Context: an optimization exercise on an open-source flow, tuned for small area. The choices shown serve that exercise and are no tape-out recipe. At most, simulation tests tie the RTL to the original design; equivalence was not proved. Only the layout flow was run in runs 2 and 3; the RTL was not checked for function there. No activity file was given, so power comes from the tool's default toggle rates. No driver is modelled on the clock port, so clocking that relies on it looks cheaper here than on a real chip.

==> design.v <==
`timescale 1ns / 1ps
module LineBuffer
               #(parameter LINE_W = 64)  
               (input clk,
               input reset,  
               input [7:0] input_data,  
               input is_valid_data,  
               input read_data,  
               output [23:0] output_data);   
localparam AW = $clog2(LINE_W);
reg [7:0] mem [LINE_W-1:0];  
reg [AW-1:0] wraddr;  
reg [AW-1:0] rdaddr;  
wire [AW-1:0] rdaddr1 = rdaddr + 1'b1;
wire [AW-1:0] rdaddr2 = rdaddr + 2'd2;
always@(posedge clk) begin
if(is_valid_data)
mem[wraddr]<=input_data;
end
always@(posedge clk) begin
if(reset)
wraddr<=0;
else if(is_valid_data)
wraddr<=wraddr+1'b1;
end
assign output_data={mem[rdaddr],mem[rdaddr1],mem[rdaddr2]};
always@(posedge clk)begin
if(reset)
rdaddr<=0;
else if(read_data)
rdaddr<=rdaddr+1'b1;
end
endmodule
`timescale 1ns / 1ps
module MulAcc
               (input clk,
               input [71:0] pixel_data,  
               input is_valid_pdata,  
               output reg is_valid_odata,  
               output reg [7:0] pixel_odata );  
integer i;
localparam [71:0] KERNEL = {8'd0, 8'hFF, 8'd0, 8'hFF, 8'd5, 8'hFF, 8'd0, 8'hFF, 8'd0};
reg [15:0] o_data_mult [8:0];  
reg [15:0] o_data_sum;  
reg [15:0] o_data_sumf;  
reg multdatavalid;
reg sumdatavalid;
always@(posedge clk)
begin
for(i=0;i<9;i=i+1)
begin
o_data_mult[i]<=$signed(KERNEL[i*8+:8])*$signed({1'b0,pixel_data[i*8+:8]});
end
multdatavalid<=is_valid_pdata;
end
always@(*) begin
o_data_sum=0;
for(i=0;i<9;i=i+1)
begin
o_data_sum=$signed(o_data_sum)+$signed(o_data_mult[i]);
end
end
always @(posedge clk)
begin
    if(o_data_sum[15])
    begin
        o_data_sumf<=-o_data_sum;
    end
    else begin
        o_data_sumf<=o_data_sum;
    end
    sumdatavalid<=multdatavalid;
end
always@(posedge clk) begin
pixel_odata<= o_data_sumf[7:0];
is_valid_odata<=sumdatavalid;
end
endmodule
`timescale 1ns / 1ps
module CntrLogic
                #(parameter LINE_W = 64)  
                ( input clk,   
                input reset,  
                input [7:0] input_data,  
                input is_valid_input,  
                output is_valid_output ,  
                output reg [71:0] output_data, 
                output reg intr_signal 
);
localparam AW = $clog2(LINE_W);
reg [AW-1:0]counter_pixel;  
reg [AW-1:0]counter_read;   
reg [1:0] current_buffer_write; 
reg [1:0]current_buffer_read;   
reg [3:0] linebuffer_read;  
reg [3:0] linebuffer_valid; 
reg read_buffer;  
reg [11:0] total_pixel_counter;
reg read_state;
wire [23:0] datalb0;  
wire [23:0] datalb1;  
wire [23:0] datalb2;  
wire [23:0] datalb3;  
localparam IDLE='b0,
            reading_state='b1;
assign is_valid_output=read_buffer;
always@(posedge clk) begin
if(reset)
total_pixel_counter<=0;
else begin
if(is_valid_input & !read_buffer)  
total_pixel_counter<=total_pixel_counter+1;  
else if(!is_valid_input & read_buffer)  
total_pixel_counter<=total_pixel_counter-1;  
end
end
always@(posedge clk) begin
if(reset) begin
read_state<=IDLE;   
read_buffer<=0;
intr_signal<='b0;
end
else 
begin
case(read_state)  
IDLE: begin
       intr_signal<='b0; 
      if(total_pixel_counter>=3*LINE_W)  
      begin
      read_buffer<=1;  
      read_state<=reading_state;  
      intr_signal<='b0;
      end
      end
reading_state: begin
             if(counter_read==LINE_W-1)  
             begin
             read_state<=IDLE;
             read_buffer<=0;
             intr_signal<='b1;
             end
             end
endcase
end
end
always@(posedge clk) begin
if(reset)
counter_pixel<=0;
else if(is_valid_input)
counter_pixel<=counter_pixel+'b1;
end
always@(posedge clk) begin
if(reset)
current_buffer_write<=0;
else if(counter_pixel==LINE_W-1 & is_valid_input)  
current_buffer_write<=current_buffer_write+'b1;
end
always@(*) begin
linebuffer_valid=0;
linebuffer_valid[current_buffer_write]=is_valid_input;
end
always@(posedge clk) begin
if(reset)
counter_read<=0;
else if(read_buffer)
counter_read<=counter_read+'b1;
end
always@(posedge clk) begin
if(reset)
current_buffer_read<=0;
else if(counter_read==LINE_W-1 & read_buffer )  
current_buffer_read<=current_buffer_read+1;
end
always@(*) begin
case(current_buffer_read)
0: begin
   output_data={datalb2,datalb1,datalb0};  
   end
1: begin
    output_data={datalb3,datalb2,datalb1}; 
    end
2: begin
    output_data={datalb0,datalb3,datalb2}; 
    end
default: begin  
   output_data={datalb1,datalb0,datalb3}; 
    end
endcase
end
always@(*) begin
if(current_buffer_read==2'b00) begin
linebuffer_read[0]=read_buffer;
linebuffer_read[1]=read_buffer;
linebuffer_read[2]=read_buffer;
linebuffer_read[3]=0;
end
else if(current_buffer_read==2'b01) begin
linebuffer_read[0]=0;
linebuffer_read[1]=read_buffer;
linebuffer_read[2]=read_buffer;
linebuffer_read[3]=read_buffer;
end 
else if(current_buffer_read==2'b10) begin
linebuffer_read[0]=read_buffer;
linebuffer_read[1]=0;
linebuffer_read[2]=read_buffer;
linebuffer_read[3]=read_buffer;
end
else begin  
linebuffer_read[0]=read_buffer;
linebuffer_read[1]=read_buffer;
linebuffer_read[2]=0;
linebuffer_read[3]=read_buffer;
end
end
LineBuffer #(.LINE_W(LINE_W)) line_buffer0( .clk(clk), 
              .reset(reset), 
              .input_data(input_data), 
              .is_valid_data(linebuffer_valid[0]),    
              .read_data(linebuffer_read[0]), 
              . output_data(datalb0));  
LineBuffer #(.LINE_W(LINE_W)) line_buffer1( .clk(clk), 
              .reset(reset), 
              .input_data(input_data), 
              .is_valid_data(linebuffer_valid[1]),  
              .read_data(linebuffer_read[1]), 
              . output_data(datalb1));  
LineBuffer #(.LINE_W(LINE_W)) line_buffer2( .clk(clk), 
              .reset(reset), 
              .input_data(input_data), 
              .is_valid_data(linebuffer_valid[2]),  
              .read_data(linebuffer_read[2]), 
              . output_data(datalb2));  
LineBuffer #(.LINE_W(LINE_W)) line_buffer3( .clk(clk), 
              .reset(reset), 
              .input_data(input_data), 
              .is_valid_data(linebuffer_valid[3]),  
              .read_data(linebuffer_read[3]), 
              . output_data(datalb3));  
endmodule
`timescale 1ns / 1ps
module TopModule(
input axis_clk,   
input axis_resetn,  
input i_datavalid,  
input [7:0] idata,  
output s_axis_ready, 
output o_datavalid,  
output [7:0] odata, 
input m_axis_ready, 
output intr
    );
localparam LINE_W = 64;  
wire [7:0] conv_data;
wire conv_data_valid;
wire [71:0] pixeldata;
wire pixeldata_valid;
assign s_axis_ready=1'b1;
assign o_datavalid=conv_data_valid;
assign odata=conv_data;
 CntrLogic #(.LINE_W(LINE_W)) UUT1 (  .clk(axis_clk),
            .reset(!axis_resetn),
          .input_data(idata),
           .is_valid_input(i_datavalid),
           .is_valid_output(pixeldata_valid) ,
          .output_data (pixeldata),
          .intr_signal(intr)
);
MulAcc UUT2 (. clk(axis_clk),
        .pixel_data(pixeldata),
        .is_valid_pdata(pixeldata_valid),
        . is_valid_odata(conv_data_valid),
        . pixel_odata(conv_data) );
endmodule
==> run.sh <==
#!/bin/bash
# synth_recipe.tcl (not shown) runs the flow's synth.tcl, then flattens the netlist and writes it again
# the make line also repeats each setting of config.mk as NAME=value (left out here)
make -C /OpenROAD-flow-scripts/flow DESIGN_CONFIG=/design/flow/config.mk WORK_HOME=/design/flow/orfs CLKGATE_MAP_FILE= SYNTH_SCRIPT=/design/flow/synth_recipe.tcl finish
==> config.mk <==
export PLATFORM = sky130hd
export DESIGN_NAME = TopModule
export DESIGN_NICKNAME = TopModule
export VERILOG_FILES = /design/flow/design.v
export SDC_FILE = /design/flow/constraint.sdc
export NUM_CORES = 4
export LEC_CHECK = 0
export CAP_MARGIN = 20
export CORE_MARGIN = 2
export CORE_UTILIZATION = 45
export PLACE_DENSITY = 0.6
export SLEW_MARGIN = 20
==> constraint.sdc <==
create_clock -name core_clock -period 10.0 [get_ports {axis_clk}]
set_input_delay 2.0000 -clock core_clock [delete_from_list [all_inputs] [get_ports {axis_clk}]]
set_output_delay 2.0000 -clock core_clock [all_outputs]
set_load 0.01 [all_outputs]
==> results_dict.tcl, run 1 <==
set metrics [dict create \
    period_share 0.661 \
    final_hold_viol_count 0 \
    grt-ovfl-total 0 \
    synthFlopType "edfxtp_1" \
    cts_buffers 267 \
    coreArea_mm2 0.270 \
    grt_max_degree 129 \
    drv_slew 0 \
    die_area_mm2 0.276 \
    netSwitchingFraction 0.337 \
    synth_seq_cells 2241 \
    status "complete, no violations" \
    worstMarginPinSlew_ps 1300 \
    synth_edf_count 2048 \
    use_met3 0.0583 \
    whs_endpoint "UUT2.is_valid_odata" \
    p_switching_uw 11200 \
    cap_viol_max_count 0 \
    regArea_mm2 0.0654 \
    rsz0062_at_grt "no" \
    num_vias 72500 \
    setup_ws_ps 3390 \
    worst_setup_path_start_kind "register" \
    fmaxAchievable_ghz 0.151 \
    internal_power_uw 22000 \
    rr_worst_depth 17 \
    first_global_vias 71600 \
    drtIter0Drc 10100 \
    fill_cells 21600 \
    final_antenna_net_count 0 \
    r2r_setup_slack_ps 3390 \
    hp-class "reg -> reg" \
    yosysSeqAreaShare 0.535 \
    slew-limit-headroom 0.126 \
    finalNetCount 6599 \
    cts_tree "yes" \
    syn_inst 6516 \
    clock_latency_ps 880 \
    netlist.area_leader.share 0.504 \
    post-place-ws_ps 3470 \
    gp_congestion 0.893 \
    synthTopCellsByArea "edfxtp_1 50%, mux4_2 34%, dfxtp_1 3.2%" \
    crit_fanout 39 \
    post-cts-setup-buffers 0 \
    gr-max-usage-layer "met2" \
    ir_drop_mv 0.584 \
    final_core_util 0.499 \
    critPathCaptureType "register" \
    ioPinCount 23 \
    synth_nets 6641 \
    p_clk_frac 0.291 \
    wirelength_um 389000 \
    clockBufferDepth 4 \
    final_cell_area_mm2 0.135 \
    syn_to_final_growth_pct 10.5 \
    num_rows 191 \
    root_buffer "clkbuf_16" \
    initial_core_util 0.452 \
    setup_tns_ps 0 \
    synthArstFlopShare 0 \
    finClkSkew_ps 53.2 \
    cts.sinks 2241 \
    holdCritStartpoint "UUT2.sumdatavalid" \
    seqPwrFrac 0.328 \
    multi_input_area_mm2 0.0540 \
    fp.dieW_um 525 \
    ys_types 98 \
    route.detailed.drc 0 \
    period_minus_slack_ps 6610 \
    ys_warn_count 4 \
    whs_ps 312 \
    syn_area_mm2 0.122 \
    first_pass_iters 8 \
    via_per_inst 7.08 \
    drive_gt1_frac 0.393 \
    p_per_area_mw_per_mm2 246 \
    grt_use_met1 0.383 \
    finalSetupViolCount 0 \
    ctsHoldBuffers 0 \
    clkTransAtPathRegs_ps 60 \
    place_area_mm2 0.126 \
    dieHeight_um 525 \
    antenna_found_initial 23 \
    hold_path_depth 0 \
    use_met2 0.440 \
    hpwl_um 253000 \
    wl_per_cell_um 37.9 \
    yosys.area.top_type "edfxtp_1" \
    reg2reg_to "UUT2.o_data_mult[4][9]" \
    grt_pass1_wl_um 547000 \
    htreeDepth 5 \
    rr_startpoint "UUT1.line_buffer2.rdaddr[1]" \
    path_class "reg -> reg" \
    p_leak_uw 0.0401 \
    cts_resized 0 \
    cp_data_required_time_ps 10810 \
    cp_data_arrival_time_ps 7420 \
    io_buffers 20 \
    combPwrFrac 0.381 \
    track_usage 0.279 \
    postSynthAreaPerCell_um2 18.7 \
]
-- worst max path at each step --
stage	start	to	depth (start not counted)
detailed placement	UUT1.line_buffer2.rdaddr[1]	UUT2.o_data_mult[4][9]	17
global placement	UUT1.line_buffer2.rdaddr[1]	UUT2.o_data_mult[4][9]	17
finish	UUT1.line_buffer2.rdaddr[1]	UUT2.o_data_mult[4][9]	17
floorplan	UUT1.line_buffer1.rdaddr[1]	UUT2.o_data_mult[4][9]	19
global route	UUT1.line_buffer2.rdaddr[1]	UUT2.o_data_mult[4][9]	17
CTS	UUT1.line_buffer2.rdaddr[1]	UUT2.o_data_mult[4][9]	17
-- logic make-up (layout without fill, tap and decap cells) --
group / count (synthesis) / in the layout / synth area share
AO/OA/AOI/OAI: 332 / 332 / 0.0197
XOR/XNOR: 130 / 130 / 0.00939
adder cells (fa/ha/maj): 113 / 113 / 0.0142
buffers and inverters: 663 / 826 / 0.0263
flip-flops: 2241 / 2241 / 0.535
multiplexers: 2003 / 2003 / 0.356
other: 1 / 3 / 0.0000307
AND/OR/NAND/NOR: 1033 / 1033 / 0.0392
-- Yosys cell counts, drive strengths merged, types with 23 or more instances --
cell,number
xnor2,88
inv,115
and2,70
and3,33
buf,340
edfxtp,2048
o22ai,24
dfxtp,193
nor2b,32
o21ai,31
nand2,314
nand4,34
nor2,346
clkbuf,207
a21oi,68
fa,42
xor2,42
nand3,97
ha,71
a31oi,23
mux2i,120
mux4,1869
-- final cells by class --
cell class	count	area share
clock buffer	341	0.0541
timing repair buffer	236	0.0153
sequential	2241	0.485
inverter	116	0.00323
clock inverter	133	0.00934
antenna	2	0.0000371
multi-input combinational	3612	0.400
tap	3570	0.0331
-- per-layer routing --
metal / vias to the layer above / routed length [µm]
li1: 28000 / -
met2: 4484 / 185000
met1: 39300 / 145000
met4: 24 / 17600
met5: - / 161
met3: 787 / 41000
-- critical path, stage by stage, from the launching register on --
cell and delay (ps):
dfxtp_4 860, ha_4 680, buf_4 530, mux4_2 560, mux2i_1 300, a21oi_1 150, o31ai_1 930, o22ai_1 160
a211oi_1 250, a21oi_1 120, ha_1 360, ha_1 230, fa_1 480, a21o_1 180, a21oi_1 250, o21bai_1 90
a21oi_1 180, xnor2_1 130
-- registers in the layout (all words and copies together) (netlist names), 2 cells and up, named ones only --
name / count
UUT1.current_buffer_read: 2
UUT2.o_data_sumf: 8
UUT1.line_buffer3.mem: 512
UUT1.line_buffer0.rdaddr: 6
UUT1.current_buffer_write: 2
UUT1.counter_pixel: 6
UUT1.line_buffer1.mem: 512
UUT1.line_buffer2.wraddr: 6
UUT1.line_buffer0.wraddr: 6
UUT1.line_buffer2.mem: 512
UUT2.o_data_mult: 71
UUT1.line_buffer1.rdaddr: 6
UUT2.pixel_odata: 8
UUT1.line_buffer2.rdaddr: 6
UUT1.line_buffer1.wraddr: 6
UUT1.line_buffer3.rdaddr: 6
UUT1.line_buffer0.mem: 512
UUT1.counter_read: 6
UUT1.total_pixel_counter: 12
UUT1.line_buffer3.wraddr: 6
-- metrics by stage --
stage	power (µW)	instances
after global routing	34400	10300
after floorplan	19900	6516
after detailed placement	23700	9764
final	33200	10300
after CTS	33300	10200
after global placement	23600	9761
-- power by group through the flow --
stage | Combinational [µW] | Sequential [µW] | Clock, µW
after detailed placement | 12600 | 11100 | 0
after global placement | 12500 | 11100 | 0
after floorplan | 9180 | 10700 | 0
after CTS | 12600 | 10900 | 9750
after global routing | 13400 | 10900 | 10100
final | 12700 | 10900 | 9660
-- cell usage in the layout (no fill, tap or decap), drive strengths merged, types with 68 or more instances in the layout --
cell type  synthesis  routed
mux4            1869    1869
ha                71      71
nand2            314     314
mux2i            120     120
nand3             97      97
inv              115     126
clkbuf           207     349
and2              70      70
a21oi             68      68
nor2             346     346
xnor2             88      88
clkinv             1      97
dfxtp            193     193
buf              340     217
edfxtp          2048    2048
==> inputs of run 2 (changes only) <==
==> design.v (replaced) <==
`timescale 1ns / 1ps
module LineBuffer
               #(parameter LINE_W = 64)  
               (input clk,
               input [7:0] input_data,
               input shift,
               output [7:0] tap1,           
               output [7:0] tap_r,          
               output [7:0] tap_c,          
               output [7:0] tap_l,          
               output [7:0] tap_w,          
               output [7:0] tap_t);         
localparam N = 2*LINE_W;
reg [8*N-1:0] chain;
always @(posedge clk)
  if (shift)
    chain <= {chain[8*N-9:0], input_data};
assign tap1  = chain[8*1-1 -: 8];
assign tap_r = chain[8*(LINE_W-1)-1 -: 8];
assign tap_c = chain[8*LINE_W-1 -: 8];
assign tap_l = chain[8*(LINE_W+1)-1 -: 8];
assign tap_w = chain[8*(N-1)-1 -: 8];
assign tap_t = chain[8*N-1 -: 8];
endmodule
`timescale 1ns / 1ps
module MulAcc
               (input [7:0] c,  
               input [7:0] l,   
               input [7:0] r,   
               input [7:0] t,   
               input [7:0] b,   
               output [7:0] pixel_odata);
wire [10:0] pos = {1'b0, c, 2'b00} + {3'b000, c};
wire [9:0]  neg = ({2'b00, l} + {2'b00, r}) + ({2'b00, t} + {2'b00, b});
wire        sgn = pos < {1'b0, neg};
wire [7:0]  low = pos[7:0] + ~neg[7:0] + {7'd0, ~sgn};
assign pixel_odata = low ^ {8{sgn}};
endmodule
`timescale 1ns / 1ps
module CntrLogic
                #(parameter LINE_W = 64)
                ( input clk,
                input reset,  
                input is_valid_input,
                output col_first,  
                output col_last,   
                output rows_ok     
);
localparam AW = $clog2(LINE_W);
reg [AW-1:0] col;
reg [1:0] rows;
assign col_first = (col == 0);
assign col_last  = (col == LINE_W-1);
assign rows_ok   = rows[1];
always @(posedge clk) begin
  if (reset) begin
    col <= 0;
    rows <= 0;
  end else if (is_valid_input) begin
    col <= col + 1'b1;
    if (col_last && !rows[1])
      rows <= rows + 1'b1;
  end
end
endmodule
`timescale 1ns / 1ps
module TopModule(
input axis_clk,
input axis_resetn,
input i_datavalid,
input [7:0] idata,
output s_axis_ready,
output o_datavalid,
output [7:0] odata,
input m_axis_ready,  
output intr
    );
localparam LINE_W = 64;
wire reset = !axis_resetn;
wire col_first, col_last, rows_ok;
wire [7:0] tap1, tap_r, tap_c, tap_l, tap_w, tap_t;
wire [7:0] result;
reg [7:0] odata_r;
reg       ovalid_r;
reg [7:0] last_px;   
reg       last_due;  
assign s_axis_ready = 1'b1;
assign o_datavalid = ovalid_r;
assign odata = odata_r;
assign intr = last_due;
CntrLogic #(.LINE_W(LINE_W)) ctrl (
  .clk(axis_clk), .reset(reset), .is_valid_input(i_datavalid),
  .col_first(col_first), .col_last(col_last), .rows_ok(rows_ok));
LineBuffer #(.LINE_W(LINE_W)) lines (
  .clk(axis_clk), .input_data(idata), .shift(i_datavalid),
  .tap1(tap1), .tap_r(tap_r), .tap_c(tap_c), .tap_l(tap_l),
  .tap_w(tap_w), .tap_t(tap_t));
MulAcc mac (
  .c(tap_c),
  .l(col_first ? tap1 : tap_l),
  .r(col_last ? tap_w : tap_r),
  .t(tap_t),
  .b(idata),
  .pixel_odata(result));
wire take = i_datavalid & rows_ok;
always @(posedge axis_clk) begin
  if (reset) begin
    ovalid_r <= 1'b0;
    last_due <= 1'b0;
  end else begin
    ovalid_r <= last_due | (take & !col_first);
    last_due <= take & col_last;
  end
end
always @(posedge axis_clk) begin
  if (take & col_first)
    last_px <= result;
  if (last_due)
    odata_r <= last_px;
  else
    odata_r <= result;
end
endmodule
==> flow/run.sh (new file) <==
#!/bin/bash
# Standard ORFS layout; only the clock tree options differ (no dummy loads,
# larger sink clusters driven by clkbuf_16).
set -euo pipefail
export CTS_ARGS="-sink_clustering_enable -repair_clock_nets -sink_clustering_size 30 -sink_clustering_max_diameter 100 -dont_use_dummy_load -buf_list sky130_fd_sc_hd__clkbuf_16"
bash standard.sh > standard.log 2>&1
==> standard.sh (new file) <==
#!/bin/bash
# synth_recipe.tcl (not shown) runs the flow's synth.tcl, then flattens the netlist and writes it again
# the make line also repeats each setting of config.mk as NAME=value (left out here)
make -C /OpenROAD-flow-scripts/flow DESIGN_CONFIG=/design/flow/config.mk WORK_HOME=/design/flow/orfs CLKGATE_MAP_FILE= SYNTH_SCRIPT=/design/flow/synth_recipe.tcl "${@:-finish}"
removed: run.sh
==> run 2 against run 1 <==
  * Still clean
  * Sequential power shrank 52%
  * Power is 76% lower
  * Core utilization shrank 1.3 points
  * Combinational power decreased by 94%
  * Wire length decreased by 90%
  * Flip-flop and latch count fell by 1191
  * Cell count shrank 77%
  * Clock power is 81% lower
  * Register-to-register slack worse by 320 ps
  * Largest cell class unchanged
==> results_dict.tcl, run 2 <==
set metrics [dict create \
    setup_tns_ps 0 \
    cp_data_required_time_ps 10490 \
    clockBufferDepth 3 \
    cts_buffers 40 \
    coreArea_mm2 0.0741 \
    worstMarginPinSlew_ps 1130 \
    cp_data_arrival_time_ps 7480 \
    via_per_inst 4.83 \
    ioPinCount 23 \
    path_class "in -> reg" \
    regMostFlops "lines.chain" \
    antenna_found_initial 1 \
    ctsHoldBuffers 0 \
    setup_ws_ps 3000 \
    die_area_mm2 0.0766 \
    hold_path_depth 0 \
    p_leak_uw 0.0119 \
    yosys.area.top_type "edfxtp_1" \
    gp_congestion 0.749 \
    clkTransAtPathRegs_ps 110 \
    finalPower_uw 7890 \
    whs_endpoint "lines.chain[877]" \
    multi_input_area_mm2 0.00201 \
    critPathCaptureType "register" \
    synthTopCellsByArea "edfxtp_1 93%, ha_1 1.6%, dfxtp_1 1.1%" \
    instances_no_fill 2377 \
    wirelength_um 39000 \
    rr_worst_depth 35 \
    grt_max_degree 215 \
    ys_warn_count 3 \
    ir_drop_mv 0.129 \
    yosysSeqAreaShare 0.936 \
    final_cell_mix "1032 x edfxtp_1, 44 x ha_1, 40 x clkbuf_16, 39 x nand2_1, 26 x xnor2_1" \
    worst_setup_path_start_kind "input port" \
    route.detailed.drc 0 \
    final_antenna_net_count 0 \
    syn_to_final_growth_pct 7.51 \
    root_buffer "clkbuf_16" \
    ys_types 39 \
    largest_reg_flops 1024 \
    cap_viol_max_count 0 \
    hpwl_um 19700 \
    dieHeight_um 277 \
    drv_slew 0 \
    post-place-ws_ps 2490 \
    fill_cells 5899 \
    first_pass_iters 4 \
    period_share 0.700 \
    hp-class "reg -> reg" \
    synth_nets 1402 \
    track_usage 0.101 \
    place_inst 2336 \
    synthArstFlopShare 0 \
    final_common_cell "edfxtp_1" \
    drtIter0Drc 1394 \
    finalNetCount 1471 \
    syn_inst 1341 \
    wl_per_cell_um 16.4 \
    period_minus_slack_ps 7000 \
    holdCritStartpoint "lines.chain[869]" \
    drive_gt1_frac 0.0504 \
    finalSetupViolCount 0 \
    regArea_mm2 0.0314 \
    synth_most_common_cell "edfxtp_1" \
    rsz0062_at_grt "no" \
    initial_core_util 0.452 \
    rr_startpoint "ctrl.col[0]" \
    final_core_util 0.486 \
    htreeDepth 2 \
    fmaxAchievable_ghz 0.143 \
    clock_latency_ps 590 \
    netlist.area_leader.share 0.926 \
    status "complete, no violations" \
    cts.sinks 1050 \
    post-cts-setup-buffers 0 \
    reg_top3 "lines.chain (1024), last_px (8), odata_r (8)" \
    synthFlopType "edfxtp_1" \
    synth_edf_count 1032 \
    finClkSkew_ps 16.5 \
    first_global_vias 11100 \
    slew-limit-headroom 0.249 \
    num_rows 100 \
    synthTopCellsByCount "1032 x edfxtp_1, 44 x ha_1, 39 x nand2_1" \
    syn_area_mm2 0.0335 \
    grt_pass1_wl_um 62100 \
    antenna_cells 0 \
    synth_seq_cells 1050 \
    fp.dieW_um 277 \
    grt-ovfl-total 0 \
    cts_tree "yes" \
    p_per_area_mw_per_mm2 219 \
    crit_fanout 10 \
    io_buffers 20 \
    r2r_setup_slack_ps 3070 \
    num_vias 11500 \
    reg2reg_to "odata_r[6]" \
    postSynthAreaPerCell_um2 25.0 \
    final_hold_viol_count 0 \
    cts_resized 0 \
]
[run 2: routing by layer]
| metal | GRT usage | up-vias | part of all wire |
|---|---|---|---|
| li1 | - | 5364 | - |
| met1 | 0.176 | 5920 | 0.55 |
| met2 | 0.124 | 147 | 0.38 |
| met3 | 0.0218 | 55 | 0.047 |
| met4 | 0.0319 | 2 | 0.022 |
| met5 | 0 | - | 0.00033 |
[run 2: worst max path at each step]
stage                            from          to  slack [ps]  cells after the start
after global routing      ctrl.col[0]  odata_r[6]        2510                     35
after global placement       idata[0]  odata_r[6]        2480                     28
after CTS                 ctrl.col[0]  odata_r[6]        3060                     35
after floorplan              idata[0]  odata_r[6]        3480                     27
final                        idata[0]  odata_r[6]        3000                     28
after detailed placement     idata[0]  odata_r[6]        2490                     28
[run 2: area by class of cell]
type | count | area share
Inverter | 24 | 0.00250
Tap cell | 969 | 0.0337
Multi-Input combinational cell | 262 | 0.0559
Timing Repair Buffer | 32 | 0.00925
Sequential cell | 1050 | 0.871
Clock buffer | 40 | 0.0278
[run 2: report_power, final]
group	internal [µW]	switching (µW)
combinational	348	440
sequential	5150	76.7
clock	726	1140
[run 2: kinds of logic (layout without fill, tap and decap cells)]
group	Yosys count	count (layout)	share of synthesized area
xor gates and xnor gates	37	37	0.00968
DFF	1050	1050	0.936
AOI/OAI and AO/OA	73	73	0.0135
muxes	17	17	0.00564
other	1	1	0.000112
adders and majority gates	49	49	0.0194
buffers and inverters	29	96	0.00359
and+or+nand+nor	85	85	0.0117
[run 2: worst max-delay path, stage by stage]
cell             delay, ps
clkdlybuf4s50_1        450
ha_1                   260
fa_1                   410
a21o_1                 180
a21oi_1                230
o21bai_1               100
a21oi_1                230
xnor2_1                160
ha_1                   300
a21oi_1                160
o21ai_0                160
a21o_1                 210
a21oi_1                190
ha_1                   280
nand3_1                110
nor2_1                  60
a22oi_1                170
o2111ai_1              140
buf_4                  200
a21oi_1                180
fa_1                   230
nor2b_1                 60
o21a_1                 180
o21a_1                 200
nand3_1                 80
o211ai_1               100
xnor2_1                180
mux2_2                 270
[run 2: stage by stage]
step | instance area [µm²] | hold WS, ps
floorplan | 33500 | 400
global placement | 35000 | 403
detailed placement | 35000 | 405
CTS | 36000 | 410
global route | 36000 | 425
finish | 36000 | 414
==> inputs of run 3 (changes only) <==
--- a/config.mk
+++ b/config.mk
@@ -7,6 +7,6 @@
 export LEC_CHECK = 0
 export CAP_MARGIN = 20
 export CORE_MARGIN = 2
-export CORE_UTILIZATION = 45
-export PLACE_DENSITY = 0.6
+export CORE_UTILIZATION = 60
+export PLACE_DENSITY = 0.75
 export SLEW_MARGIN = 20
==> run 3 against run 2 <==
  * Clock power hardly changed
  * First-iteration DRC count down 30%
  * Register-to-register slack worse by 540 ps
  * Power shrank 0.30%
  * Non-clock buffer count shrank 2
  * Cell count fell by 9.4%
  * Critical endpoint unchanged
  * Largest power group unchanged
==> results_dict.tcl, run 3 <==
set metrics [dict create \
    path_class "reg -> reg" \
    yosysSeqAreaShare 0.936 \
    synth_seq_cells 1050 \
    drtIter0Drc 974 \
    post-cts-setup-buffers 0 \
    synth_most_common_cell "edfxtp_1" \
    ir_drop_mv 0.187 \
    htreeDepth 2 \
    reg_top3 "lines.chain (1024), last_px (8), odata_r (8)" \
    regArea_mm2 0.0314 \
    finalPower_uw 7870 \
    finalNetCount 1469 \
    cp_data_arrival_time_ps 7940 \
    cts_resized 0 \
    largest_reg_flops 1024 \
    cts.sinks 1050 \
    crit_end "odata_r[6]" \
    ioPinCount 23 \
    multi_input_area_mm2 0.00201 \
    status "complete, no violations" \
    synthArstFlopShare 0 \
    worst_setup_path_start_kind "register" \
    track_usage 0.137 \
    syn_inst 1341 \
    route.detailed.drc 0 \
    synthTopCellsByCount "1032 x edfxtp_1, 44 x ha_1, 39 x nand2_1" \
    critical_path_depth 32 \
    gp_congestion 0.744 \
    ctsHoldBuffers 0 \
    critPathCaptureType "register" \
    finClkSkew_ps 23.5 \
    syn_to_final_growth_pct 6.76 \
    clockBufferDepth 3 \
    rr_startpoint "ctrl.col[0]" \
    period_share 0.747 \
    die_area_mm2 0.0577 \
    hp-class "reg -> reg" \
    r2r_setup_slack_ps 2530 \
    rsz0062_at_grt "no" \
    antenna_cells 0 \
    p_per_area_mw_per_mm2 220 \
    hpwl_um 19400 \
    first_global_vias 11000 \
    critPathMaxStageDelay_ps 840 \
    ys_warn_count 3 \
    synth_edf_count 1032 \
    netlist.area_leader.share 0.926 \
    root_buffer "clkbuf_16" \
    final_antenna_net_count 0 \
    antenna_found_initial 1 \
    wirelength_um 39600 \
    worstMarginPinSlew_ps 1010 \
    via_per_inst 5.38 \
    yosys.area.top_type "edfxtp_1" \
    rr_worst_depth 32 \
    fill_cells 3501 \
    slew-limit-headroom 0.327 \
    drive_gt1_frac 0.0491 \
    fp.dieW_um 240 \
    first_pass_iters 5 \
    path_buf_inv 2 \
    place_inst 2112 \
    path_delay_family "compound AO/OA/AOI/OAI gates" \
    setup.worst_path.start "ctrl.col[0]" \
    num_vias 11600 \
    cap_viol_max_count 0 \
    postSynthAreaPerCell_um2 25.0 \
    setup_ws_ps 2530 \
    num_rows 86 \
    p_leak_uw 0.0119 \
    ys_types 39 \
    period_minus_slack_ps 7470 \
    dieHeight_um 240 \
    cp_data_required_time_ps 10480 \
    grt_max_degree 233 \
    coreArea_mm2 0.0551 \
    grt-ovfl-total 0 \
    fmaxAchievable_ghz 0.134 \
    syn_area_mm2 0.0335 \
    grt_pass1_wl_um 60400 \
    clkTransAtPathRegs_ps 110 \
    post-place-ws_ps 1980 \
    wl_per_cell_um 18.4 \
    synthFlopType "edfxtp_1" \
    cts_tree "yes" \
    cts_buffers 40 \
    clock_latency_ps 600 \
    final_common_cell "edfxtp_1" \
    finalSetupViolCount 0 \
    reg2reg_to "odata_r[6]" \
    synth_nets 1402 \
    drv_slew 0 \
    regMostFlops "lines.chain" \
    setup_tns_ps 0 \
    synthTopCellsByArea "edfxtp_1 93%, ha_1 1.6%, dfxtp_1 1.1%" \
    crit_fanout 10 \
    cpMaxStageDelayCell "o2111ai_1" \
    io_buffers 20 \
    instances_no_fill 2154 \
    initial_core_util 0.608 \
    final_cell_mix "1032 x edfxtp_1, 44 x ha_1, 40 x clkbuf_16, 39 x nand2_1, 26 x xnor2_1" \
    path_common_cell "ha_1" \
    final_hold_viol_count 0 \
    whs_ps 409 \
]
==> run 3: metal layers <==
layer / GRT usage / up-vias / part of all wire
met5: 0 / - / 0
met4: 0.0414 / 0 / 0.022
met3: 0.0207 / 53 / 0.039
met2: 0.189 / 170 / 0.42
met1: 0.231 / 6014 / 0.52
li1: - / 5347 / -
==> run 3: area by class of cell <==
| type | instances | area share |
|---|---|---|
| tap | 748 | 0.0262 |
| timing repair buffer | 30 | 0.0100 |
| multi-input combinational | 262 | 0.0563 |
| clock buffer | 40 | 0.0280 |
| inverter | 24 | 0.00252 |
| sequential | 1050 | 0.877 |
==> run 3: kinds of logic (layout without fill, tap and decap cells) <==
family / after synthesis / after routing / synth area share
DFF: 1050 / 1050 / 0.936
buffers and inverters: 29 / 94 / 0.00359
adders and majority gates: 49 / 49 / 0.0194
AOI/OAI and AO/OA: 73 / 73 / 0.0135
other: 1 / 1 / 0.000112
muxes: 17 / 17 / 0.00564
xor gates and xnor gates: 37 / 37 / 0.00968
and+or+nand+nor: 85 / 85 / 0.0117
==> run 3: stage by stage <==
stage	instance area [µm²]	utilization
floorplan	33500	-
global placement	34700	0.630
detailed placement	34700	0.630
CTS	35700	0.648
global route	35700	0.649
finish	35700	0.649
==> run 3: how the worst min path moves through the flow <==
| stage | startpoint | endpoint | slack, ps | cells after the start |
|---|---|---|---|---|
| CTS | lines.chain[484] | lines.chain[492] | 400 | 0 |
| global route | lines.chain[484] | lines.chain[492] | 420 | 0 |
| finish | lines.chain[484] | lines.chain[492] | 410 | 0 |
| global placement | lines.chain[1003] | lines.chain[1011] | 400 | 0 |
| floorplan | lines.chain[992] | lines.chain[1000] | 400 | 0 |
| detailed placement | lines.chain[102] | lines.chain[110] | 400 | 0 |
==> run 3: report_power, final <==
group / switching [µW] / leakage (µW) / total (µW) / internal, µW
clock network: 1130 / 0.000493 / 1850 / 725
logic: 435 / 0.00118 / 779 / 344
registers: 79.9 / 0.0102 / 5230 / 5150
==> inputs of run 4 (changes only) <==
--- a/design.v
+++ b/design.v
@@ -32,9 +32,8 @@
                output [7:0] pixel_odata);
 wire [10:0] pos = {1'b0, c, 2'b00} + {3'b000, c};
 wire [9:0]  neg = ({2'b00, l} + {2'b00, r}) + ({2'b00, t} + {2'b00, b});
-wire        sgn = pos < {1'b0, neg};
-wire [7:0]  low = pos[7:0] + ~neg[7:0] + {7'd0, ~sgn};
-assign pixel_odata = low ^ {8{sgn}};
+wire [11:0] s   = {1'b0, pos} - {2'b00, neg};
+assign pixel_odata = s[11] ? -s[7:0] : s[7:0];
 endmodule
 `timescale 1ns / 1ps
 module CntrLogic
==> run.sh (new file) <==
#!/bin/bash
# synth_recipe.tcl (not shown) runs the flow's synth.tcl, then flattens the netlist and writes it again
# the make line also repeats each setting of config.mk as NAME=value (left out here)
make -C /OpenROAD-flow-scripts/flow DESIGN_CONFIG=/design/flow/config.mk WORK_HOME=/design/flow/orfs CLKGATE_MAP_FILE= SYNTH_SCRIPT=/design/flow/synth_recipe.tcl finish
--- a/config.mk
+++ b/config.mk
@@ -7,6 +7,6 @@
 export LEC_CHECK = 0
 export CAP_MARGIN = 20
 export CORE_MARGIN = 2
-export CORE_UTILIZATION = 60
-export PLACE_DENSITY = 0.75
+export CORE_UTILIZATION = 45
+export PLACE_DENSITY = 0.6
 export SLEW_MARGIN = 20
removed: flow/run.sh
removed: standard.sh
==> run 4 against run 3 <==
  * Sequential power is essentially flat
  * Combinational power grew 48%
  * Power grew 26%
  * Fmax grew 11%
  * Sequential share of layout area shrank 5.5 points
  * Core utilization shrank 13 points
  * Clock skew grew 5.8 ps
  * First-iteration DRC count grew 8.8%
  * Clock power grew 91%
  * Final area grew 6.7%
  * Via count grew 2.8%
==> results_dict.tcl, run 4 <==
set metrics [dict create \
    track_usage 0.106 \
    ctsHoldBuffers 0 \
    synth_edf_count 1032 \
    via_per_inst 4.75 \
    antenna_cells 0 \
    ys_warn_count 3 \
    drv_slew 0 \
    p_per_area_mw_per_mm2 261 \
    grt_max_degree 205 \
    first_pass_iters 4 \
    synth_simple_gate_area_frac 0.0137 \
    reg_top3 "lines.chain (1024), last_px (8), odata_r (8)" \
    rr_startpoint "ctrl.col[0]" \
    route.detailed.drc 0 \
    combPwrFrac 0.116 \
    coreArea_mm2 0.0741 \
    finalNetCount 1524 \
    post-cts-setup-buffers 0 \
    ir_drop_mv 0.198 \
    wl_per_cell_um 16.1 \
    final_hold_viol_count 0 \
    synthArstFlopShare 0 \
    fp.dieW_um 277 \
    internal_power_uw 7730 \
    largest_reg_flops 1024 \
    p_switching_uw 2220 \
    io_buffers 20 \
    reg2reg_to "odata_r[7]" \
    regMostFlops "lines.chain" \
    holdCritStartpoint "lines.chain[418]" \
    cts.sinks 1050 \
    rr_worst_depth 26 \
    synthAdderAreaFrac 0.0215 \
    cts_tree "yes" \
    synth_nets 1405 \
    antenna_found_initial 2 \
    yosys.area.top_type "edfxtp_1" \
    syn_area_mm2 0.0335 \
    synth_most_common_cell "edfxtp_1" \
    drive_gt1_frac 0.110 \
    cts_resized 0 \
    synth_top_family_by_area "adder cells" \
    rsz0062_at_grt "no" \
    clock_latency_ps 640 \
    clkTransAtPathRegs_ps 60 \
    die_area_mm2 0.0767 \
    worstMarginPinSlew_ps 1060 \
    netSwitchingFraction 0.223 \
    synth-compound-area-share 0.0115 \
    p_leak_uw 0.0129 \
    syn_inst 1342 \
    cp_data_arrival_time_ps 7250 \
    fmaxAchievable_ghz 0.149 \
    gp_congestion 0.752 \
    path_class "reg -> reg" \
    synthFlopType "edfxtp_1" \
    finClkSkew_ps 29.3 \
    cp_data_required_time_ps 10520 \
    synth_seq_cells 1050 \
    final_cell_mix "1032 x edfxtp_1, 99 x clkbuf_16, 40 x ha_1, 39 x nand2_1, 33 x inv_1" \
    first_global_vias 11600 \
    grt_pass1_wl_um 64000 \
    critPathCaptureType "register" \
    initial_core_util 0.453 \
    grt-ovfl-total 0 \
    clockBufferDepth 3 \
    synthTopCellsByCount "1032 x edfxtp_1, 40 x ha_1, 39 x nand2_1" \
    finalSetupViolCount 0 \
    hpwl_um 19400 \
    setup_tns_ps 0 \
    final_core_util 0.515 \
    dieHeight_um 277 \
    ys_types 50 \
    p_clk_frac 0.356 \
    status "complete, no violations" \
    hold_path_depth 0 \
    final_common_cell "edfxtp_1" \
    num_rows 100 \
    num_vias 11900 \
    period_share 0.672 \
    synthMuxAreaShare 0.00534 \
    synthTopCellsByArea "edfxtp_1 92%, ha_1 1.5%, dfxtp_1 1.1%" \
    r2r_setup_slack_ps 3280 \
    drtIter0Drc 1060 \
    root_buffer "clkbuf_16" \
    postSynthAreaPerCell_um2 25.0 \
    final_antenna_net_count 0 \
    hp-class "reg -> reg" \
    wirelength_um 40400 \
    synth_xor_area_frac 0.00836 \
    cts_buffers 96 \
    crit_fanout 11 \
    slew-limit-headroom 0.296 \
    fill_cells 5735 \
    yosysSeqAreaShare 0.935 \
    period_minus_slack_ps 6720 \
    syn_to_final_growth_pct 13.8 \
    htreeDepth 3 \
    worst_setup_path_start_kind "register" \
    cap_viol_max_count 0 \
    whs_endpoint "lines.chain[426]" \
    seqPwrFrac 0.528 \
    netlist.area_leader.share 0.924 \
    ioPinCount 23 \
]
-- run 4: changes by cell type after synthesis, sizes merged, moves of 4 or more --
cell / change
o21ai: -10
xnor2: -4
o21a: -4
a21oi: -9
fa: +6
inv: +11
nor2: +6
ha: -4
nor3: +7
-- run 4: how the worst max path moves through the flow --
stage / slack, ps / cells after the start / start / to
floorplan: 4010 / 19 / idata[0] / odata_r[7]
global placement: 2900 / 20 / idata[0] / odata_r[7]
detailed placement: 2820 / 20 / idata[0] / odata_r[7]
CTS: 3190 / 26 / ctrl.col[0] / odata_r[7]
global route: 2650 / 25 / ctrl.col[0] / odata_r[7]
finish: 3280 / 26 / ctrl.col[0] / odata_r[7]
-- run 4: power by group through the flow --
stage / sequential [µW] / combinational (µW) / clock, µW
6_report: 5250 / 1150 / 3540
5_1_grt: 5280 / 1290 / 3830
4_1_cts: 5260 / 1160 / 3670
3_5_place_dp: 5340 / 1150 / 0
3_3_place_gp: 5340 / 1120 / 0
2_1_floorplan: 5310 / 812 / 0
-- run 4: final cells by class --
type,instances,area [µm²],share of cell area
Clock buffer,122,2570,0.0675
Clock inverter,53,541,0.0142
Inverter,35,131,0.00344
Multi-Input combinational cell,252,2030,0.0532
Sequential cell,1050,31400,0.822
Tap cell,969,1210,0.0318
Timing Repair Buffer,26,313,0.00820
-- run 4: routing by layer --
layer	vias up	global-route usage	routed length, µm	part of all wire
met2	211	0.128	15700	0.39
met1	6080	0.179	21900	0.54
met5	-	0	0	0
met3	81	0.0273	1860	0.046
met4	0	0.0387	938	0.023
li1	5539	-	-	-
-- run 4: stage by stage --
stage	std cells	hold slack [ps]	setup slack, ps	instance area [µm²]	total power (µW)
final	2507	410	3280	38100	9950
after global routing	2507	412	2650	38100	10400
after CTS	2507	410	3190	38100	10100
after detailed placement	2332	405	2820	35000	6490
after global placement	2332	404	2900	35000	6460
after floorplan	1342	400	4010	33500	6120
-- run 4: cells by family after synthesis --
family	count (synthesis)
fa+ha+maj	51
simple gates	98
mux	16
compound gates	54
xor+xnor	32
other cells	1
buf+inv	40
flops	1050
-- run 4: worst max-delay path, cell delays in order (launching register included) --
cell and delay [ps]:
dfxtp_1 350, ha_1 250, and3_1 200, nand3_1 460, clkinv_1 570, nand2_1 190, nand2_1 70, ha_1 230
fa_1 410, a21o_1 180, a21oi_1 210, o21bai_1 100, a21oi_1 210, xnor2_1 160, ha_1 260, nor4_1 80
nor3_1 310, xor2_1 240, fa_1 450, inv_1 70, ha_1 140, a21oi_1 60, o31ai_1 650, inv_1 190
o311ai_2 120, xnor2_1 160, mux2_2 280
==> inputs of run 5 (changes only) <==
--- a/design.v
+++ b/design.v
@@ -30,10 +30,117 @@
                input [7:0] t,   
                input [7:0] b,   
                output [7:0] pixel_odata);
-wire [10:0] pos = {1'b0, c, 2'b00} + {3'b000, c};
-wire [9:0]  neg = ({2'b00, l} + {2'b00, r}) + ({2'b00, t} + {2'b00, b});
-wire [11:0] s   = {1'b0, pos} - {2'b00, neg};
-assign pixel_odata = s[11] ? -s[7:0] : s[7:0];
+wire w1 = c[0] ^ c[2];
+wire w2 = c[0] & c[2];
+wire w3 = c[1] ^ c[3];
+wire w4 = c[1] & c[3];
+wire w5 = c[2] ^ c[4];
+wire w6 = c[2] & c[4];
+wire w7 = c[3] ^ c[5];
+wire w8 = c[3] & c[5];
+wire w9 = c[4] ^ c[6];
+wire w10 = c[4] & c[6];
+wire w11 = c[5] ^ c[7];
+wire w12 = c[5] & c[7];
+wire w13 = c[0] ^ ~l[0];
+wire w14 = c[0] & ~l[0];
+wire w15 = c[1] ^ ~l[1] ^ ~r[1];
+wire w16 = (c[1] & ~l[1]) | (~r[1] & (c[1] ^ ~l[1]));
+wire w17 = ~l[2] ^ ~r[2] ^ ~t[2];
+wire w18 = (~l[2] & ~r[2]) | (~t[2] & (~l[2] ^ ~r[2]));
+wire w19 = ~b[2] ^ 1'b1;
+wire w20 = ~b[2] & 1'b1;
+wire w21 = ~l[3] ^ ~r[3] ^ ~t[3];
+wire w22 = (~l[3] & ~r[3]) | (~t[3] & (~l[3] ^ ~r[3]));
+wire w23 = ~b[3] ^ w2 ^ w3;
+wire w24 = (~b[3] & w2) | (w3 & (~b[3] ^ w2));
+wire w25 = ~l[4] ^ ~r[4] ^ ~t[4];
+wire w26 = (~l[4] & ~r[4]) | (~t[4] & (~l[4] ^ ~r[4]));
+wire w27 = ~b[4] ^ w4 ^ w5;
+wire w28 = (~b[4] & w4) | (w5 & (~b[4] ^ w4));
+wire w29 = ~l[5] ^ ~r[5] ^ ~t[5];
+wire w30 = (~l[5] & ~r[5]) | (~t[5] & (~l[5] ^ ~r[5]));
+wire w31 = ~b[5] ^ w6 ^ w7;
+wire w32 = (~b[5] & w6) | (w7 & (~b[5] ^ w6));
+wire w33 = ~l[6] ^ ~r[6] ^ ~t[6];
+wire w34 = (~l[6] & ~r[6]) | (~t[6] & (~l[6] ^ ~r[6]));
+wire w35 = ~b[6] ^ w8 ^ w9;
+wire w36 = (~b[6] & w8) | (w9 & (~b[6] ^ w8));
+wire w37 = ~l[7] ^ ~r[7] ^ ~t[7];
+wire w38 = (~l[7] & ~r[7]) | (~t[7] & (~l[7] ^ ~r[7]));
+wire w39 = ~b[7] ^ w10 ^ w11;
+wire w40 = (~b[7] & w10) | (w11 & (~b[7] ^ w10));
+wire w41 = ~r[0] ^ ~t[0];
+wire w42 = ~r[0] & ~t[0];
+wire w43 = ~t[1] ^ ~b[1] ^ w14;
+wire w44 = (~t[1] & ~b[1]) | (w14 & (~t[1] ^ ~b[1]));
+wire w45 = w1 ^ w16 ^ w17;
+wire w46 = (w1 & w16) | (w17 & (w1 ^ w16));
+wire w47 = w18 ^ w20 ^ w21;
+wire w48 = (w18 & w20) | (w21 & (w18 ^ w20));
+wire w49 = w22 ^ w24 ^ w25;
+wire w50 = (w22 & w24) | (w25 & (w22 ^ w24));
+wire w51 = w26 ^ w28 ^ w29;
+wire w52 = (w26 & w28) | (w29 & (w26 ^ w28));
+wire w53 = w30 ^ w32 ^ w33;
+wire w54 = (w30 & w32) | (w33 & (w30 ^ w32));
+wire w55 = w34 ^ w36 ^ w37;
+wire w56 = (w34 & w36) | (w37 & (w34 ^ w36));
+wire w57 = c[6] ^ w12 ^ w38;
+wire w58 = (c[6] & w12) | (w38 & (c[6] ^ w12));
+wire w59 = ~b[0] ^ w13;
+wire w60 = ~b[0] & w13;
+wire w61 = w15 ^ w42 ^ w43;
+wire w62 = (w15 & w42) | (w43 & (w15 ^ w42));
+wire w63 = w19 ^ w44 ^ w45;
+wire w64 = (w19 & w44) | (w45 & (w19 ^ w44));
+wire w65 = w23 ^ w46 ^ w47;
+wire w66 = (w23 & w46) | (w47 & (w23 ^ w46));
+wire w67 = w27 ^ w48 ^ w49;
+wire w68 = (w27 & w48) | (w49 & (w27 ^ w48));
+wire w69 = w31 ^ w50 ^ w51;
+wire w70 = (w31 & w50) | (w51 & (w31 ^ w50));
+wire w71 = w35 ^ w52 ^ w53;
+wire w72 = (w35 & w52) | (w53 & (w35 ^ w52));
+wire w73 = w39 ^ w54 ^ w55;
+wire w74 = (w39 & w54) | (w55 & (w39 ^ w54));
+wire w75 = w40 ^ w56 ^ w57;
+wire w76 = (w40 & w56) | (w57 & (w40 ^ w56));
+wire w77 = c[7] ^ w58;
+wire w78 = c[7] & w58;
+wire w79 = w41 ^ w59;
+wire w80 = w41 & w59;
+wire w81 = w60 ^ w61 ^ w80;
+wire w82 = (w60 & w61) | (w80 & (w60 ^ w61));
+wire w83 = w62 ^ w63 ^ w82;
+wire w84 = (w62 & w63) | (w82 & (w62 ^ w63));
+wire w85 = w64 ^ w65 ^ w84;
+wire w86 = (w64 & w65) | (w84 & (w64 ^ w65));
+wire w87 = w66 ^ w67 ^ w86;
+wire w88 = (w66 & w67) | (w86 & (w66 ^ w67));
+wire w89 = w68 ^ w69 ^ w88;
+wire w90 = (w68 & w69) | (w88 & (w68 ^ w69));
+wire w91 = w70 ^ w71 ^ w90;
+wire w92 = (w70 & w71) | (w90 & (w70 ^ w71));
+wire w93 = w72 ^ w73 ^ w92;
+wire w94 = (w72 & w73) | (w92 & (w72 ^ w73));
+wire w95 = w74 ^ w75 ^ w94;
+wire w96 = (w74 & w75) | (w94 & (w74 ^ w75));
+wire w97 = w76 ^ w77 ^ w96;
+wire w98 = (w76 & w77) | (w96 & (w76 ^ w77));
+wire w99 = 1'b1 ^ w78 ^ w98;
+wire w100 = (1'b1 & w78) | (w98 & (1'b1 ^ w78));
+wire w101 = 1'b1 ^ w100;
+wire w102 = 1'b1 & w100;
+wire [7:0] s = {w93, w91, w89, w87, w85, w83, w81, w79};
+wire neg = w101;
+wire [7:0] below;
+assign below[0] = 1'b0;
+genvar i;
+generate for (i = 1; i < 8; i = i + 1) begin : g_neg
+  assign below[i] = below[i-1] | s[i-1];
+end endgenerate
+assign pixel_odata = s ^ ({8{neg}} & below);
 endmodule
 `timescale 1ns / 1ps
 module CntrLogic
==> flow/run.sh (new file) <==
#!/bin/bash
# Standard ORFS layout; only the clock tree options differ (no dummy loads,
# larger sink clusters driven by clkbuf_16).
set -euo pipefail
export CTS_ARGS="-sink_clustering_enable -repair_clock_nets -sink_clustering_size 30 -sink_clustering_max_diameter 100 -dont_use_dummy_load -buf_list sky130_fd_sc_hd__clkbuf_16"
export BUFFER_PORTS_ARGS="-buffer_cell sky130_fd_sc_hd__buf_1"
bash standard.sh > standard.log 2>&1
==> standard.sh (new file) <==
#!/bin/bash
# synth_recipe.tcl (not shown) runs the flow's synth.tcl, then flattens the netlist and writes it again
# the make line also repeats each setting of config.mk as NAME=value (left out here)
make -C /OpenROAD-flow-scripts/flow DESIGN_CONFIG=/design/flow/config.mk WORK_HOME=/design/flow/orfs CLKGATE_MAP_FILE= SYNTH_SCRIPT=/design/flow/synth_recipe.tcl "${@:-finish}"
removed: run.sh
==> run 5 against run 4 <==
  * Still clean
  * Via count decreased by 8.9%
  * Global-route usage decreased by 0.64 points
  * First-iteration DRC count increased by 19%
  * Critical endpoint is now odata_r[5]
  * Largest power group unchanged
  * Highest routed layer unchanged
==> results_dict.tcl, run 5 <==
set metrics [dict create \
    status "complete, no violations" \
    num_vias 10900 \
    hpwl_um 19000 \
    critPathMaxStageDelay_ps 580 \
    syn_inst 1244 \
    holdCritStartpoint "lines.chain[34]" \
    fp.dieW_um 275 \
    setup_tns_ps 0 \
    yosysSeqAreaShare 0.946 \
    period_share 0.638 \
    ys_warn_count 3 \
    synthAdderAreaFrac 0.0268 \
    ir_drop_mv 0.157 \
    synth-compound-area-share 0.00317 \
    synthMuxAreaShare 0.00657 \
    finalPower_uw 7750 \
    synth_simple_gate_area_frac 0.00831 \
    postSynthAreaPerCell_um2 26.6 \
    netlist.area_leader.share 0.935 \
    htreeDepth 2 \
    io_buffers 20 \
    internal_power_uw 6150 \
    cts.sinks 1050 \
    path_buf_inv 4 \
    clock_latency_ps 590 \
    rr_worst_depth 20 \
    grt_max_degree 216 \
    cts_resized 0 \
    reg_top3 "lines.chain (1024), last_px (8), odata_r (8)" \
    clkTransAtPathRegs_ps 110 \
    via_per_inst 4.78 \
    cp_data_required_time_ps 10470 \
    cts_buffers 41 \
    p_switching_uw 1600 \
    rsz0062_at_grt "no" \
    r2r_setup_slack_ps 3620 \
    ioPinCount 23 \
    p_per_area_mw_per_mm2 218 \
    synthTopCellsByArea "edfxtp_1 94%, fa_1 2.1%, dfxtp_1 1.1%" \
    cts_tree "yes" \
    coreArea_mm2 0.0730 \
    track_usage 0.0992 \
    slew-limit-headroom 0.360 \
    post-cts-setup-buffers 0 \
    worstMarginPinSlew_ps 959 \
    worstPathCellList "nor4_1 -> and2_1 -> mux2_2 -> fa_1 -> inv_1 -> fa_1 -> fa_1 -> inv_1 -> fa_1 -> fa_1 -> fa_1 -> inv_1 -> fa_1 -> fa_1 -> inv_1 -> fa_1 -> nand3b_1 -> and2_1 -> and3_1 -> a221o_1" \
    regMostFlops "lines.chain" \
    synthFlopType "edfxtp_1" \
    synth_xor_area_frac 0.00291 \
    num_rows 99 \
    critPathCaptureType "register" \
    initial_core_util 0.454 \
    yosys.area.top_type "edfxtp_1" \
    synth_most_common_cell "edfxtp_1" \
    largest_reg_flops 1024 \
    wl_per_cell_um 16.7 \
    synthTopCellsByCount "1032 x edfxtp_1, 46 x inv_1, 35 x fa_1" \
    final_cell_area_mm2 0.0356 \
    antenna_found_initial 0 \
    gp_congestion 0.735 \
    cap_viol_max_count 0 \
    synthArstFlopShare 0 \
    cp_data_arrival_time_ps 6850 \
    syn_to_final_growth_pct 7.29 \
    rr_startpoint "ctrl.col[2]" \
    route.detailed.drc 0 \
    cpMaxStageDelayCell "and2_1" \
    finClkSkew_ps 53.2 \
    seqPwrFrac 0.676 \
    period_minus_slack_ps 6380 \
    final_cell_mix "1032 x edfxtp_1, 46 x inv_1, 41 x clkbuf_16, 35 x fa_1, 19 x buf_1" \
    fmaxAchievable_ghz 0.157 \
    synth_edf_count 1032 \
    wirelength_um 37900 \
    drv_slew 0 \
    final_common_cell "edfxtp_1" \
    p_leak_uw 0.0117 \
    drive_gt1_frac 0.0504 \
    p_clk_frac 0.243 \
    first_pass_iters 4 \
    synth_seq_cells 1050 \
    grt-ovfl-total 0 \
    place_area_mm2 0.0345 \
    grt_pass1_wl_um 58900 \
    place_inst 2227 \
    setup_ws_ps 3620 \
    path_class "reg -> reg" \
    dieHeight_um 275 \
    hp-class "reg -> reg" \
    synth_top_family_by_area "adder cells" \
    first_global_vias 10200 \
    finalSetupViolCount 0 \
    final_antenna_net_count 0 \
    ctsHoldBuffers 0 \
    hold_path_depth 0 \
    post-place-ws_ps 3250 \
    synth_nets 1306 \
    worst_setup_path_start_kind "register" \
    drtIter0Drc 1258 \
    finalNetCount 1374 \
    die_area_mm2 0.0758 \
    reg2reg_to "odata_r[5]" \
    instances_no_fill 2271 \
    crit_fanout 10 \
    final_hold_viol_count 0 \
    path_common_cell "fa_1" \
    netSwitchingFraction 0.206 \
    path_delay_family "adder cells" \
    root_buffer "clkbuf_16" \
    whs_endpoint "lines.chain[42]" \
    combPwrFrac 0.081 \
    clockBufferDepth 3 \
    syn_area_mm2 0.0331 \
    ys_types 40 \
]
==> run 5: cell families after synthesis <==
| group | after synthesis |
|---|---|
| AO/OA/AOI/OAI | 12 |
| XOR/XNOR | 11 |
| adder cells (fa/ha/maj) | 50 |
| multiplexers | 21 |
| other | 1 |
| AND/OR/NAND/NOR | 48 |
| flip-flops | 1050 |
| buffers and inverters | 51 |
==> run 5: routing by layer <==
metal,wire (µm),share of wire,GRT usage
met1,21000,0.55,0.177
met5,0,0,0
met3,1480,0.039,0.0182
met4,739,0.020,0.0296
met2,14600,0.39,0.120
==> run 5: per-stage QoR <==
| step | hold slack [ps] | util |
|---|---|---|
| 4_1_cts | 354 | 0.487 |
| 6_report | 357 | 0.487 |
| 2_1_floorplan | 400 | - |
| 5_1_grt | 361 | 0.487 |
| 3_3_place_gp | 402 | 0.473 |
| 3_5_place_dp | 405 | 0.473 |
==> run 5: how the worst max path moves through the flow <==
stage | start | cells past startpoint | to
detailed placement | idata[1] | 18 | odata_r[5]
CTS | ctrl.col[2] | 20 | odata_r[5]
floorplan | idata[1] | 18 | odata_r[5]
global placement | idata[1] | 18 | odata_r[5]
finish | ctrl.col[2] | 20 | odata_r[5]
global route | ctrl.col[2] | 20 | odata_r[5]
==> run 5: power by group through the flow <==
stage          combinational (µW)  clock (µW)  sequential, µW
4_1_cts                       636        1980            5240
3_5_place_dp                  635           0            5330
6_report                      628        1890            5230
3_3_place_gp                  603           0            5330
2_1_floorplan                 418           0            5290
5_1_grt                       701        2120            5260
==> run 5: area by class of cell <==
cell class	instances	area, µm²
fill	5676	37400
antenna	2	5.00
sequential	1050	31400
inverter	46	173
tap	959	1200
multi-input combinational	143	1590
clock buffer	41	1030
timing repair buffer	30	215
==> inputs of run 6 (changes only) <==
==> flow/run.sh (replaced) <==
#!/bin/bash
# Standard ORFS layout; only the clock tree options differ (no dummy loads,
# larger sink clusters driven by clkbuf_16).
set -euo pipefail
export CTS_ARGS="-sink_clustering_enable -repair_clock_nets -sink_clustering_size 30 -sink_clustering_max_diameter 100 -dont_use_dummy_load -buf_list sky130_fd_sc_hd__clkbuf_16"
bash standard.sh > standard.log 2>&1
==> run 6 against run 5 <==
  * Setup slack got worse by 83 ps
  * Critical path depth decreased by 2
  * Clock skew decreased by 14 ps
  * Power decreased by 0.15%
  * First-iteration DRC count decreased by 12%
  * Clock power about the same
  * Wire length increased by 1.7%
  * Still clean
  * Cell count about the same
  * Sequential power about the same
  * Critical endpoint unchanged
  * Die area unchanged
  * Core utilization increased by 0.096 points
  * Flip-flop and latch count unchanged
==> results_dict.tcl, run 6 <==
set metrics [dict create \
    status "complete, no violations" \
    internal_power_uw 6150 \
    finClkSkew_ps 39.4 \
    wirelength_um 38500 \
    drtIter0Drc 1112 \
    period_minus_slack_ps 6460 \
    p_switching_uw 1580 \
    coreArea_mm2 0.0730 \
    wl_per_cell_um 17.0 \
    drive_gt1_frac 0.0504 \
    crit_fanout 7 \
    synthMuxAreaShare 0.00657 \
    final_antenna_net_count 0 \
    syn_area_mm2 0.0331 \
    place_area_mm2 0.0346 \
    clockBufferDepth 3 \
    synthArstFlopShare 0 \
    p_clk_frac 0.241 \
    final_hold_viol_count 0 \
    fill_cells 5668 \
    final_cell_mix "1032 x edfxtp_1, 46 x inv_1, 40 x clkbuf_16, 35 x fa_1, 19 x clkdlybuf4s50_1" \
    ys_types 40 \
    critPathMaxStageDelay_ps 490 \
    yosysSeqAreaShare 0.946 \
    synthFlopType "edfxtp_1" \
    cap_viol_max_count 0 \
    combPwrFrac 0.084 \
    fmaxAchievable_ghz 0.155 \
    netSwitchingFraction 0.204 \
    grt-ovfl-total 0 \
    first_pass_iters 4 \
    grt_pass1_wl_um 59900 \
    cts_buffers 40 \
    track_usage 0.101 \
    clkTransAtPathRegs_ps 110 \
    route.detailed.drc 0 \
    syn_inst 1244 \
    cts_tree "yes" \
    antenna_found_initial 0 \
    worstPathCellList "clkdlybuf4s50_1 -> inv_1 -> fa_1 -> fa_1 -> inv_1 -> fa_1 -> fa_1 -> fa_1 -> fa_1 -> inv_1 -> fa_1 -> fa_1 -> inv_1 -> fa_1 -> nand3b_1 -> and2_1 -> and3_1 -> a221o_1" \
    synthAdderAreaFrac 0.0268 \
    die_area_mm2 0.0758 \
    p_per_area_mw_per_mm2 217 \
    cp_data_arrival_time_ps 6930 \
    finalSetupViolCount 0 \
    slew-limit-headroom 0.279 \
    htreeDepth 2 \
    worst_setup_path_start_kind "input port" \
    largest_reg_flops 1024 \
    regMostFlops "lines.chain" \
    path_delay_family "adder cells" \
    grt_max_degree 214 \
    seqPwrFrac 0.675 \
    final_cell_area_mm2 0.0356 \
    fp.dieW_um 275 \
    num_rows 99 \
    path_class "in -> reg" \
    hp-class "reg -> reg" \
    gp_congestion 0.731 \
    postSynthAreaPerCell_um2 26.6 \
    root_buffer "clkbuf_16" \
    cp_data_required_time_ps 10470 \
    p_leak_uw 0.0118 \
    ioPinCount 23 \
    cpMaxStageDelayCell "fa_1" \
    rsz0062_at_grt "no" \
    final_common_cell "edfxtp_1" \
    ctsHoldBuffers 0 \
    num_vias 10800 \
    ys_warn_count 3 \
    ir_drop_mv 0.116 \
    dieHeight_um 275 \
    syn_to_final_growth_pct 7.50 \
    synth_most_common_cell "edfxtp_1" \
    hpwl_um 19400 \
    synthTopCellsByCount "1032 x edfxtp_1, 46 x inv_1, 35 x fa_1" \
    critPathCaptureType "register" \
    yosys.area.top_type "edfxtp_1" \
    post-cts-setup-buffers 0 \
    cts_resized 0 \
    synthTopCellsByArea "edfxtp_1 94%, fa_1 2.1%, dfxtp_1 1.1%" \
    period_share 0.646 \
    via_per_inst 4.78 \
    first_global_vias 10400 \
    cts.sinks 1050 \
    reg_top3 "lines.chain (1024), last_px (8), odata_r (8)" \
    synth_seq_cells 1050 \
    finalNetCount 1374 \
    netlist.area_leader.share 0.935 \
    synth_nets 1306 \
    synth-compound-area-share 0.00317 \
    synth_xor_area_frac 0.00291 \
    path_common_cell "fa_1" \
    io_buffers 20 \
    synth_simple_gate_area_frac 0.00831 \
    synth_top_family_by_area "adder cells" \
    path_buf_inv 5 \
    initial_core_util 0.454 \
    setup_tns_ps 0 \
    clock_latency_ps 600 \
    worstMarginPinSlew_ps 1080 \
    drv_slew 0 \
    synth_edf_count 1032 \
]
## run 6: per-layer routing
layer	wire length (µm)	track usage
met1	21400	0.181
met2	14900	0.122
met3	1380	0.0181
met4	757	0.0303
met5	0	0
## run 6: power groups by stage
stage          registers (µW)  logic, µW  clock network [µW]
2_1_floorplan            5290        418                   0
3_3_place_gp             5320        638                   0
3_5_place_dp             5320        653                   0
4_1_cts                  5230        655                1980
5_1_grt                  5250        727                2110
6_report                 5220        646                1860
## run 6: path summary, 6_finish.rpt
| kind | from | endpoint | slack (ps) | cells after the start |
|---|---|---|---|---|
| worst max register to register | ctrl.col[2] | odata_r[5] | 3730 | 20 |
| worst min-delay path | lines.chain[689] | lines.chain[697] | 410 | 0 |
| worst min register to register | lines.chain[689] | lines.chain[697] | 410 | 0 |
| worst max-delay path | idata[1] | odata_r[5] | 3540 | 18 |
## run 6: logic make-up (layout without fill, tap and decap cells)
logic type / count (synthesis) / in the layout
flip-flops: 1050 / 1050
buffers and inverters: 51 / 117
adder cells (fa/ha/maj): 50 / 50
AND/OR/NAND/NOR: 48 / 48
multiplexers: 21 / 21
AO/OA/AOI/OAI: 12 / 12
XOR/XNOR: 11 / 11
other: 1 / 2
## run 6: worst register-to-register path: stages (launching register included)
cell	delay, ps
dfxtp_1	370
nor4_1	300
and2_1	560
mux2_2	430
fa_1	540
inv_1	50
fa_1	450
fa_1	490
inv_1	50
fa_1	400
fa_1	390
fa_1	370
inv_1	70
fa_1	180
fa_1	170
inv_1	50
fa_1	340
nand3b_1	260
and2_1	290
and3_1	170
a221o_1	250
## run 6: area by class of cell
class / instances / area [µm²] / area share
antenna: 1 / 2.50 / 0.0000702
clock buffer: 40 / 1000 / 0.0281
inverter: 46 / 173 / 0.00485
multi-input combinational: 143 / 1590 / 0.0445
sequential: 1050 / 31400 / 0.880
tap: 959 / 1200 / 0.0337
timing repair buffer: 31 / 313 / 0.00878
## run 6: stage by stage
stage	power [µW]	util	cells	setup slack (ps)	hold WS (ps)
global route	8090	0.488	2269	3330	421
floorplan	5710	-	1244	3650	400
global placement	5960	0.475	2229	2910	401
finish	7730	0.488	2270	3540	405
CTS	7870	0.488	2269	3550	398
detailed placement	5980	0.475	2229	2910	405

static timing again, ports no longer ideal:
The results above use ideal ports. As a check the final layouts listed here were re-extracted and re-timed, cells and wires unchanged. Step 1: set_driving_cell puts a clkbuf_16 on axis_clk and a buf_2 on each other input, an assumption about the parent block. Step 2 moves the port delays by t, midway between the first and last clock arrival at a register: inputs arrive t later, outputs are due t later. That takes back most of the time a late clock gives input paths. Three values: ideal, step 1, step 2; two values: the first two.
run	shift t [ns]	setup slack, ns	clock arrival spread, ns	cell pins on the clock port's net
run 1	0.942	3.389 / 3.389 / 3.389	0.053 / 0.053	1
run 2	0.641	3.002 / 3.017 / 2.376	0.020 / 0.020	1
run 3	0.636	2.534 / 2.534 / 1.926	0.032 / 0.032	1
run 4	0.682	3.277 / 3.277 / 2.877	0.032 / 0.031	1
run 5	0.627	3.619 / 3.619 / 3.235	0.059 / 0.059	1
run 6	0.635	3.536 / 3.532 / 2.896	0.047 / 0.047	1
After both steps every run listed still meets setup and hold. The setup slack of run 6, which loses most, moves by -0.004 ns with the drivers and by -0.640 ns with both steps.
